From an optimization exercise on the open Yosys and OpenROAD flow, aimed at small area; shortcuts taken in it are not production practice. At most, simulation tests tie the RTL to the original design; equivalence was not proved. No activity file was given, so power comes from the tool's default toggle rates.

==> flow/design.v <==
module counter #(
    parameter int BIT_TICKS = 54
)(
    input  logic clk,
    input  logic rst_n,
    output logic tick
);
logic [5:0] u;
assign tick = (u == 6'(BIT_TICKS + 1));
always_ff @(posedge clk or negedge rst_n) begin
    if (!rst_n)
        u <= 6'd0;
    else if (tick)
        u <= 6'd1;
    else
        u <= u + 6'd1;
end
endmodule
module fifo (
    input  logic       clk,
    input  logic       rst_n,
    input  logic       wr,
    input  logic [7:0] w_data,
    input  logic       rd,
    output logic [7:0] r_data,
    output logic       full,
    output logic       empty
);
logic [7:0] mem [0:15];
logic [4:0] p;
assign empty = p[4];
assign full  = ~p[4] & (&p[3:0]);
wire push = wr & ~full;
wire pop  = rd & ~empty;
always_ff @(posedge clk) begin
    if (push) begin
        mem[0] <= w_data;
        for (int i = 1; i < 16; i++)
            mem[i] <= mem[i-1];
    end
end
always_ff @(posedge clk or negedge rst_n) begin
    if (!rst_n)
        p <= 5'b11111;
    else if (push & ~pop)
        p <= p + 5'd1;
    else if (pop & ~push)
        p <= p - 5'd1;
end
assign r_data = mem[p[3:0]];
endmodule
module uart_rx (
    input  logic       clk,
    input  logic       rst_n,
    input  logic       rx,
    input  logic       s_tick,
    output logic       rx_done_tick,
    output logic [7:0] dout
);
localparam logic [1:0] IDLE = 2'd0, START = 2'd1, DATA = 2'd2, STOP = 2'd3;
logic [1:0] state;
logic [3:0] s;
logic [7:0] b;
wire last = s_tick & (&s);
always_ff @(posedge clk or negedge rst_n) begin
    if (!rst_n)
        state <= IDLE;
    else case (state)
        IDLE:  if (~rx) state <= START;
        START: if (last) state <= DATA;
        DATA:  if (last & b[0]) state <= STOP;
        STOP:  if (last) state <= IDLE;
    endcase
end
always_ff @(posedge clk) begin
    if (state == IDLE)
        s <= 4'd8;
    else if (s_tick)
        s <= s + 4'd1;
end
always_ff @(posedge clk) begin
    if (state == IDLE)
        b <= 8'h80;
    else if (state == DATA && last)
        b <= {rx, b[7:1]};
end
assign rx_done_tick = (state == STOP) & last;
assign dout = b;
endmodule
module uart_tx (
    input  logic       clk,
    input  logic       rst_n,
    input  logic       tx_start,
    input  logic       s_tick,
    input  logic [7:0] din,
    output logic       tx_done_tick,
    output logic       tx
);
localparam logic [1:0] IDLE = 2'd0, START = 2'd1, DATA = 2'd2, STOP = 2'd3;
logic [1:0] state;
logic [6:0] ns;    
wire last = s_tick & (&ns[3:0]);
always_ff @(posedge clk or negedge rst_n) begin
    if (!rst_n)
        state <= IDLE;
    else case (state)
        IDLE:  if (tx_start) state <= START;
        START: if (last) state <= DATA;
        DATA:  if (last & (&ns[6:4])) state <= STOP;
        STOP:  if (last) state <= IDLE;
    endcase
end
always_ff @(posedge clk) begin
    if (state == IDLE)
        ns <= 7'b111_0000;
    else if (s_tick)
        ns <= ns + 7'd1;
end
always_comb begin
    case (state)
        START:   tx = 1'b0;
        DATA:    tx = din[ns[6:4]];
        default: tx = 1'b1;
    endcase
end
assign tx_done_tick = (state == STOP) & last;
endmodule
module uart_module #(
    parameter int BIT_TICKS = 54
)(
    input logic clk,
    input logic rst_n,
    input logic rx,
    input logic rd_uart,
    input logic [7:0] w_data,
    input logic wr_uart,
    output logic tx,
    output logic [7:0] r_data,
    output logic rx_empty,
    output logic tx_full
);
logic s_tick;
logic [7:0] dout;
logic rx_done_tick;
logic tx_done_tick;
logic [7:0] din;
logic tx_fifo_empty;
counter #(.BIT_TICKS(BIT_TICKS)) u_baud_rate_generator (
    .clk(clk),
    .rst_n(rst_n),
    .tick(s_tick)
);
uart_rx u_reciever (
    .clk(clk),
    .rst_n(rst_n),
    .rx(rx),
    .s_tick(s_tick),
    .dout(dout),
    .rx_done_tick(rx_done_tick)
);
fifo u_reciever_fifo (
    .clk(clk),
    .rst_n(rst_n),
    .w_data(dout),
    .wr(rx_done_tick),
    .r_data(r_data),
    .rd(rd_uart),
    .empty(rx_empty),
    .full()
);
uart_tx u_tranciever (
    .clk(clk),
    .rst_n(rst_n),
    .tx(tx),
    .din(din),
    .s_tick(s_tick),
    .tx_done_tick(tx_done_tick),
    .tx_start(!tx_fifo_empty)
);
fifo u_tranciever_fifo (
    .clk(clk),
    .rst_n(rst_n),
    .w_data(w_data),
    .wr(wr_uart),
    .rd(tx_done_tick),
    .empty(tx_fifo_empty),
    .full(tx_full),
    .r_data(din)
);
endmodule
Settings: LEC_CHECK=0, CAP_MARGIN=20, CORE_MARGIN=2, CORE_UTILIZATION=40, SLEW_MARGIN=20; clock period 10.0 ns.
run.sh (not shown) runs the stock make flow with config.mk's settings and CLKGATE_MAP_FILE= SYNTH_SCRIPT=/design/flow/synth_recipe.tcl, a recipe that flattens the netlist after the stock synthesis.
==> next run, changes <==
--- a/flow/design.v
+++ b/flow/design.v
@@ -44,13 +44,56 @@
         p <= 5'b11111;
     else if (push & ~pop)
         p <= p + 5'd1;
     else if (pop & ~push)
         p <= p - 5'd1;
 end
-assign r_data = mem[p[3:0]];
+logic [15:0] sel;
+always_comb begin
+    for (int i = 0; i < 16; i++)
+        sel[i] = (p[3:0] == 4'(i));
+    r_data = '0;
+    for (int i = 0; i < 16; i++)
+        r_data = r_data | (mem[i] & {8{sel[i]}});
+end
+endmodule
+module fifo_tx (
+    input  logic       clk,
+    input  logic       rst_n,
+    input  logic       wr,
+    input  logic [7:0] w_data,
+    input  logic       rd,
+    output logic [7:0] head,
+    output logic       full,
+    output logic       empty
+);
+logic [7:0]  mem [0:15];
+logic [15:0] v;
+logic [15:0] m;
+assign full  = &v;
+assign empty = ~|v;
+assign head  = mem[0];
+always_comb begin
+    m[0] = ~v[0] | rd;
+    for (int i = 1; i < 16; i++)
+        m[i] = ~v[i] | m[i-1];
+end
+always_ff @(posedge clk) begin
+    for (int i = 0; i < 15; i++)
+        if (m[i]) mem[i] <= mem[i+1];
+    if (m[15]) mem[15] <= w_data;
+end
+always_ff @(posedge clk or negedge rst_n) begin
+    if (!rst_n)
+        v <= '0;
+    else begin
+        for (int i = 0; i < 15; i++)
+            if (m[i]) v[i] <= v[i+1];
+        if (m[15]) v[15] <= wr & ~full;
+    end
+end
 endmodule
 module uart_rx (
     input  logic       clk,
     input  logic       rst_n,
     input  logic       rx,
     input  logic       s_tick,
@@ -174,17 +217,17 @@
     .tx(tx),
     .din(din),
     .s_tick(s_tick),
     .tx_done_tick(tx_done_tick),
     .tx_start(!tx_fifo_empty)
 );
-fifo u_tranciever_fifo (
+fifo_tx u_tranciever_fifo (
     .clk(clk),
     .rst_n(rst_n),
     .w_data(w_data),
     .wr(wr_uart),
     .rd(tx_done_tick),
     .empty(tx_fifo_empty),
     .full(tx_full),
-    .r_data(din)
-);
-endmodule
+    .head(din)
+);
+endmodule
Synthesized area came out lower by 6.2%.
First-iteration DRC count came out lower by 53%.
Total power came out lower by 21%.
Non-clock buffer count came out lower by 5.
Sequential cell count came out higher by 11.
Clock-buffer cell count came out lower by 4.
Routed wire length came out lower by 23%.
Setup slack improved by 0.077 ns.
Maximum frequency came out higher by 1.4%.
Via count came out lower by 19%.
Die area came out lower by 6.1%.
Final area came out lower by 5.9%.
Combinational power came out lower by 60%.
Synthesized cell count came out lower by 19%.
Function not checked in the second run of this note: the RTL went through the layout flow alone.

## static timing again, ports no longer ideal
In the flow no input, the clock included, has a driving cell. The finished layouts below were timed again as built, in two steps.
Step 1: set_driving_cell puts a clkbuf_16 on clk and a buf_2 on each other input, an assumption about the parent block.
Step 2 also shifts input and output timing later by t, the mid clock arrival at the registers, as if the neighbouring blocks saw the same clock.
a / b / c = ideal / step 1 / step 2; a / b = the first two.
run | shift t [ns] | setup slack, ns | worst setup path at the end | slew at the worst register clock pin (ns) | pins driven straight from the clock port
the first run | 0.546 | 4.348 / 4.300 / 4.846 | register to output | 0.06 / 0.06 | 1
the second run | 0.595 | 4.425 / 4.376 / 4.972 | register to output | 0.07 / 0.07 | 1
After both steps setup and hold are still met in every run listed.
